This design comes from an exercise in tuning for small area and a short achievable clock period on the open sky130 flow, not from production work.
Where RTL was checked, it was by simulation tests only, not by an equivalence proof against the original.
Power is estimated from default activity; no workload was simulated.

north:
Design Division, start of the top module:
module Division(
	input         clock,
	input         start,
	input  [31:0] a,
	input  [31:0] b,
	output reg [31:0] q,
	output reg [31:0] r
);
clock: 6.0 ns
lec_check: 0
cap_margin: 20
core_margin: 2
core_utilization: 40
cts_buf_list: sky130_fd_sc_hd__clkbuf_8
place_density: 0.6
setup_slack_margin: 3.7
slew_margin: 20
synth_hierarchical: 1
synth_minimum_keep_size: 0
standard.sh (not shown) runs the stock make flow with config.mk's settings and CLKGATE_MAP_FILE= SYNTH_SCRIPT=/design/flow/synth_recipe.tcl, a recipe that flattens the netlist after the stock synthesis.
==> flow/flow/run.sh <==
#!/bin/bash
# Standard ORFS layout (the standard.sh) with these changes:
#  - the port buffers are the smallest buffer (buf_1) instead of the one buffer_ports picks;
#  - the full-adder extraction step in synthesis is skipped, so ABC maps the adder logic itself;
#  - ABC sizes cells for a 1 fF load instead of 5 fF (smaller cells; the placer's repair sizes up).
# Each tool's output goes to the logs under orfs/logs; make's output goes to standard.log.
export BUFFER_PORTS_ARGS="-buffer_cell sky130_fd_sc_hd__buf_1"
export ADDER_MAP_FILE=
bash standard.sh ABC_LOAD_IN_FF=1 finish > standard.log 2>&1
### north -> south
--- a/flow/design.v
+++ b/flow/design.v
@@ -3,16 +3,17 @@
 	input         start,
 	input  [31:0] a,
 	input  [31:0] b,
 	output reg [31:0] q,
 	output reg [31:0] r
 );
   reg [31:0] bq;
   reg [5:0]  cnt;
+  reg        f1;
   wire        run = ~cnt[5];
   wire [31:0] x   = {r[30:0], q[31]};
   wire [31:0] t;       
   wire ng0, ng1, ng2, ng3, ng4, ng5, ng6, ng7, ng8, ng9, ng10, ng11, ng12, ng13, ng14, ng15, ng16, ng17, ng18, ng19, ng20, ng21, ng22, ng23, ng24, ng25, ng26, ng27, ng28, ng29, ng30, ng31;
   wire np1, np2, np3, np4, np5, np6, np7, np8, np9, np10, np11, np12, np13, np14, np15, np16, np17, np18, np19, np20, np21, np22, np23, np24, np25, np26, np27, np28, np29, np30, np31;
   wire G1_1, G1_3, P1_3, G1_5, P1_5, G1_7, P1_7, G1_9, P1_9, G1_11, P1_11, G1_13;
   wire P1_13, G1_15, P1_15, G1_17, P1_17, G1_19, P1_19, G1_21, P1_21, G1_23, P1_23, G1_25;
   wire P1_25, G1_27, P1_27, G1_29, P1_29, G1_31, P1_31, G2_3, G2_7, P2_7, G2_11, P2_11;
@@ -228,42 +229,52 @@
   div_xor dx24 (.a(t[24]), .b(G5_23), .y(nd[24]));
   div_xorn dx25 (.a(t[25]), .b(G6_24), .y(nd[25]));
   div_xorn dx26 (.a(t[26]), .b(G5_25), .y(nd[26]));
   div_xorn dx27 (.a(t[27]), .b(G6_26), .y(nd[27]));
   div_xor dx28 (.a(t[28]), .b(G5_27), .y(nd[28]));
   div_xorn dx29 (.a(t[29]), .b(G6_28), .y(nd[29]));
   div_xor dx30 (.a(t[30]), .b(G5_29), .y(nd[30]));
   div_xorn dx31 (.a(t[31]), .b(G6_30), .y(nd[31]));
-  wire en   = run & ~start;
-  wire hold = ~run & ~start;
+  wire en   = run & ~f1;
+  wire hold = ~run & ~f1;
+  wire b_is0 = ~|bq;
+  wire b_is1 = (bq == 32'd1);
+  wire ge1   = b_is0 | (b_is1 & a[31]);
+  wire f1r0  = f1 & ~b_is1;
   wire ngs;             
   div_gsel ugs (.r31(r[31]), .g(G5_31), .en(en), .ngs(ngs));
   wire [31:0] rn, qn, ny;
   wire [31:0] qs = {q[30:0], 1'b0};
+  wire [31:0] as = {a[30:0], 1'b0};
   wire ngs_q, nyq0, q0n;
   div_gsel ugq (.r31(r[31]), .g(G5_31), .en(en), .ngs(ngs_q));
-  div_sel2n uyq (.s0(start), .d0(a[0]), .s1(hold), .d1(q[0]), .y(nyq0));
+  div_sel2n uyq (.s0(f1), .d0(ge1), .s1(hold), .d1(q[0]), .y(nyq0));
   assign q0n = ~(ngs_q & nyq0);
   genvar i;
   generate
     for (i = 0; i < 32; i = i + 1) begin : sel
-      div_sel2n uy (.s0(en), .d0(x[i]), .s1(hold), .d1(r[i]), .y(ny[i]));
+      if (i == 0) begin : y0
+        div_sel3n uy (.s0(en), .d0(x[i]), .s1(hold), .d1(r[i]), .s2(f1r0), .d2(a[31]), .y(ny[i]));
+      end else begin : yi
+        div_sel2n uy (.s0(en), .d0(x[i]), .s1(hold), .d1(r[i]), .y(ny[i]));
+      end
       div_mux2i ur (.s(ngs), .a1n(ny[i]), .a0n(nd[i]), .y(rn[i]));
       if (i == 0) begin : q0
         assign qn[i] = q0n;
       end else begin : qi
-        div_sel3  uq (.s0(start), .d0(a[i]), .s1(en), .d1(qs[i]), .s2(hold), .d2(q[i]), .y(qn[i]));
+        div_sel3  uq (.s0(f1), .d0(as[i]), .s1(en), .d1(qs[i]), .s2(hold), .d2(q[i]), .y(qn[i]));
       end
     end
   endgenerate
   always @(posedge clock) begin
     bq  <= b;
     r   <= rn;
     q   <= qn;
+    f1  <= start;
     cnt <= start ? 6'd0 : cnt + {5'd0, run};
   end
 endmodule
 module div_pg(input x, input b, output ng, output np);
   assign ng = ~(x & ~b);
   assign np = ~(x | ~b);
 endmodule
 module div_t(input ng, input np, output t);
@@ -286,16 +297,19 @@
   assign ngs = ~(en & (r31 | ~g));
 endmodule
 module div_sel2n(input s0, input d0, input s1, input d1, output y);
   assign y = ~((s0 & d0) | (s1 & d1));
 endmodule
 module div_mux2i(input s, input a1n, input a0n, output y);
   assign y = ~(s ? a1n : a0n);
 endmodule
+module div_sel3n(input s0, input d0, input s1, input d1, input s2, input d2, output y);
+  assign y = ~((s0 & d0) | (s1 & d1) | (s2 & d2));
+endmodule
 module div_sel3(input s0, input d0, input s1, input d1, input s2, input d2, output y);
   assign y = (s0 & d0) | (s1 & d1) | (s2 & d2);
 endmodule
 module div_nt(input gh, input ph, input gl, output go);
   assign go = ~(gh | (ph & gl));
 endmodule
 module div_ntp(input gh, input ph, input gl, input pl, output go, output po);
   assign go = ~(gh | (ph & gl));
Findings:
- In the metrics for north and south, the one carrying the higher flip-flop and latch share of the layout cell area is south.
- Diff north -> south: area after synthesis picked up an extra about 2.3%, sum of met3 wire segment lengths after detailed routing picked up an extra about 27%.
- Compared with north, south shows a power share of the clock group that is 4.3 points lower.
- In the tables for north and south, via-per-instance ratio reads higher with south.
- Looking at proportion of synthesized chip area in sequential cells, south sits 0.59 points below north.
- south vs north — routed length per placed instance rose 13%.
- Across north and south, the outcome is the same: a clean finish for every run.
- What south reported for total wirelength of the detailed-routed design has to be multiplied by 0.870 to get the figure for north.
- On period utilization, north and south are neck and neck.
Only the layout flow was run in north; the RTL was not checked for function there.

-- re-timing with driven ports --
Ports are ideal in the flow. The routed layouts listed here were re-timed in OpenROAD. Step 1 (the two cells are an assumption about what drives the block):
set clk [get_ports {clock}]
set_driving_cell -lib_cell sky130_fd_sc_hd__clkbuf_16 $clk
set_driving_cell -lib_cell sky130_fd_sc_hd__buf_2 [delete_from_list [all_inputs] $clk]
Step 2 times the ports against the registers' clock, not the clock port: input delays grow and output delays shrink by t, the midpoint of the rising clock arrivals with the driver on. a / b / c = ideal ports / drivers / drivers and shift; a / b = the first two.
run | t (ns) | setup slack, ns | worst register clock-pin slew, ns
north | 0.392 | 3.770 / 3.736 / 3.449 | 0.09 / 0.09
south | 0.409 | 3.770 / 3.735 / 3.859 | 0.10 / 0.10
After both steps setup and hold are still met in every run listed. For north, which loses most, drivers alone change the setup slack by -0.034 ns; drivers and shift together by -0.321 ns.
